Context: an optimization exercise on an open-source flow, tuned for small area. The choices shown serve that exercise and are no tape-out recipe.
RTL that was checked went through simulation tests only; none was proved equivalent to the original.
The flow treats the clock pin as an ideal source, which a real chip does not have.
Power and IR drop assume default switching activity.

## oak
==> flow/design.v <==
`timescale 1ns / 1ps
module uart_tx (
    input  wire iTxMode,    
    input  wire iStart,     
    input  wire iData,      
    input  wire iBit,       
    output wire oTxSerial
  );
  assign oTxSerial = ~iTxMode | (~iStart & (~iData | iBit));
endmodule
`timescale 1ns / 1ps
module uart_rx (
    input  wire iClk,
    input  wire iRxSerial,
    output wire oRxSync
  );
  reg rRx1, rRx2;
  always @(posedge iClk) begin
    rRx1 <= iRxSerial;
    rRx2 <= rRx1;
  end
  assign oRxSync = rRx2;
endmodule
`timescale 1ns / 1ps
module uart_top (
    input  wire iClk, iRst,
    input  wire iRx,
    output wire oTx
  );
  localparam BIT = 1085;            
  localparam SMP = BIT - 1 - 271;   
  wire wRx;
  uart_rx UART_RX_INST (.iClk(iClk), .iRxSerial(iRx), .oRxSync(wRx));
  reg        rTx;       
  reg        rAct;      
  reg [3:0]  rFrm;      
  reg [3:0]  rPh;       
  reg [10:0] rCnt;      
  reg [95:0] rBuf;
  wire wIdle  = ~rTx & ~rAct;
  wire wTerm  = (rCnt == 0);
  wire wStart = (rPh == 0);
  wire wStop  = (rPh == 9);
  wire wData  = ~wStart & ~wStop;
  wire wLast  = (rFrm == 11);
  wire wShift = wData & (rTx ? wTerm : (rCnt == SMP));
  always @(posedge iClk) begin
    if (wShift)
      rBuf <= {wRx, rBuf[95:1]};
  end
  always @(posedge iClk) begin
    if (iRst) begin
      rTx  <= 1'b0;
      rAct <= 1'b0;
      rFrm <= 4'd0;
    end else if (wIdle) begin
      rCnt <= BIT - 1;
      rPh  <= 4'd0;
      if (!wRx)
        rAct <= 1'b1;
    end else if (wTerm) begin
      if (!wStop) begin
        rPh  <= rPh + 4'd1;
        rCnt <= (rPh == 8) ? (rTx ? BIT + 2 : BIT) : BIT - 1;
      end else begin
        rPh  <= 4'd0;
        rCnt <= BIT - 1;
        rFrm <= rFrm + 4'd1;
        if (!rTx)
          rAct <= 1'b0;
        if (wLast) begin
          rTx  <= ~rTx;
          rFrm <= {4{~rTx}};
          if (!rTx) begin
            rPh  <= 4'd9;
            rCnt <= 11'd2;
          end
        end
      end
    end else begin
      rCnt <= rCnt - 11'd1;
    end
  end
  uart_tx UART_TX_INST (.iTxMode(rTx), .iStart(wStart), .iData(wData),
                        .iBit(rBuf[0]), .oTxSerial(oTx));
endmodule
make LEC_CHECK=0 CAP_MARGIN=20 CORE_MARGIN=2 CORE_UTILIZATION=60 CTS_BUF_LIST=sky130_fd_sc_hd__clkbuf_4 CTS_CLUSTER_SIZE=30 SLEW_MARGIN=20 finish   # period 8.0 ns
run.sh (not shown) runs the stock make flow with config.mk's settings and CLKGATE_MAP_FILE= SYNTH_SCRIPT=/design/flow/synth_recipe.tcl, a recipe that flattens the netlist after the stock synthesis.
oak went all the way through synthesis, placement and routing and the layout is clean on timing, DRC and antenna.
Modified inputs, pine compared to oak
Settings: CTS_CLUSTER_SIZE now 20, was 30; CTS_BUF_LIST now sky130_fd_sc_hd__clkbuf_2 sky130_fd_sc_hd__clkbuf_4, was sky130_fd_sc_hd__clkbuf_4.
==> run summary <==
Re count of clock tree sinks: no difference whatsoever between pine and oak.
Changes observed in pine relative to oak: count of inserted tapcells essentially unchanged, end-of-flow core utilization essentially unchanged, final critical-path required period essentially unchanged, sequential share of the synthesized area essentially unchanged.
Re full die area: no difference whatsoever between pine and oak.
From oak to pine, via count did not move at all.
Function was not checked in any run of this note: the RTL went through the layout flow alone.


uart_top, a different RTL version from the one above (not shown whole).
Size in the first run: roughly 240 cells after synthesis, about 130 flip-flops, roughly 3400 µm² of cells after synthesis.
==> flow/design.v (excerpt) <==
module uart_top (
    input  wire iClk, iRst,
    input  wire iRx,
    output wire oTx
  );
clock: 8.0 ns
lec_check: 0
cap_margin: 20
core_margin: 2
core_utilization: 70
slew_margin: 20
standard.sh (not shown) runs the stock make flow with config.mk's settings and CLKGATE_MAP_FILE= SYNTH_SCRIPT=/design/flow/synth_recipe.tcl, a recipe that flattens the netlist after the stock synthesis.
==> flow/flow/run.sh <==
#!/bin/bash
# Standard ORFS layout, with:
#  - clock tree synthesis told not to add dummy loads (cells that only
#    balance the tree) and to use clkbuf_4 buffers;
#  - the smallest buffer on the ports;
#  - before clock tree synthesis, every logic cell swapped for the smallest
#    cell of its family, then slew, capacitance and timing repaired
#    (flow/downsize.tcl);
#  - power recovery at global routing, which downsizes cells off the
#    critical paths.
set -euo pipefail
here=$(pwd)
bash standard.sh \
  "CTS_ARGS=-sink_clustering_enable -repair_clock_nets -dont_use_dummy_load -buf_list sky130_fd_sc_hd__clkbuf_4" \
  "BUFFER_PORTS_ARGS=-buffer_cell sky130_fd_sc_hd__buf_1" \
  "PRE_CTS_TCL=$here/flow/downsize.tcl" \
  RECOVER_POWER=100 \
  finish > standard.log 2>&1
==> flow/flow/downsize.tcl <==
# Area recovery before clock tree synthesis: swap each logic cell for the
# smallest cell of its family (same function, lowest drive), then let
# repair_design and repair_timing restore any slew, capacitance or timing
# limit that the swap breaks.
set ds_count 0
set ds_saved 0.0
foreach inst [get_cells *] {
  set ref [get_property $inst ref_name]
  set lc [get_lib_cells -quiet $ref]
  if {$lc eq ""} { continue }
  set name [get_property $lc name]
  if {![regexp {^(sky130_fd_sc_hd__[a-z0-9]+)_([0-9]+)$} $name -> base drv]} { continue }
  if {[regexp {dfxtp|dfrtp|edfxtp|clkbuf|clkinv|tapvpwr|fill|decap|conb} $base]} { continue }
  set best $name
  set best_area [get_property $lc area]
  foreach c [get_lib_cells ${base}_*] {
    set cn [get_property $c name]
    if {![regexp "^${base}_\[0-9\]+\$" $cn]} { continue }
    if {[get_property $c dont_use]} { continue }
    set a [get_property $c area]
    if {$a < $best_area} { set best $cn; set best_area $a }
  }
  if {$best ne $name} {
    set ds_saved [expr {$ds_saved + [get_property $lc area] - $best_area}]
    replace_cell $inst $best
    incr ds_count
  }
}
puts "downsize: $ds_count cells swapped, [format %.1f $ds_saved] um2 saved"
estimate_parasitics -placement
repair_design
repair_timing -setup
Then changed:
==> flow/flow/run.sh (replaced) <==
#!/bin/bash
# Standard ORFS layout, with clock tree synthesis told not to add dummy
# loads (cells that only balance the tree) and to use clkbuf_4 buffers,
# and with the smallest buffer on the ports.
set -euo pipefail
bash standard.sh \
  "CTS_ARGS=-sink_clustering_enable -repair_clock_nets -dont_use_dummy_load -buf_list sky130_fd_sc_hd__clkbuf_4" \
  "BUFFER_PORTS_ARGS=-buffer_cell sky130_fd_sc_hd__buf_1" \
  finish > standard.log 2>&1
removed: flow/flow/downsize.tcl
Design area grows by 2.0%.
Routed wire length shrinks by 0.85%.
Global-route usage shrinks by 0.18 points.
Register-to-register slack is better by 310 ps.
Area after synthesis is unchanged.
Count of clock-buffer cells in the layout does not change.
Power hardly moves.

## separate check: timing with driven ports
The results above use ideal ports. As a check the final layouts listed here were re-extracted and re-timed, cells and wires unchanged.
Step 1 assumes that a clkbuf_16 drives the clock port and a buf_2 every other input.
Step 2 times the ports against the registers' clock, not the clock port: input delays grow and output delays shrink by t, the midpoint of the rising clock arrivals with the driver on.
a / b / c = ideal / step 1 / step 2; a / b = the first two.
run | t (ns) | setup WS [ns] | worst setup path at the end
oak | 0.500 | 4.361 / 4.334 / 4.742 | input to register
pine | 0.500 | 4.361 / 4.334 / 4.742 | input to register
the first run of note 2 | 0.490 | 4.757 / 4.730 / 5.220 | register to output
the second run of note 2 | 0.487 | 4.754 / 4.727 / 5.214 | register to output
After both steps setup and hold are still met in every run listed.
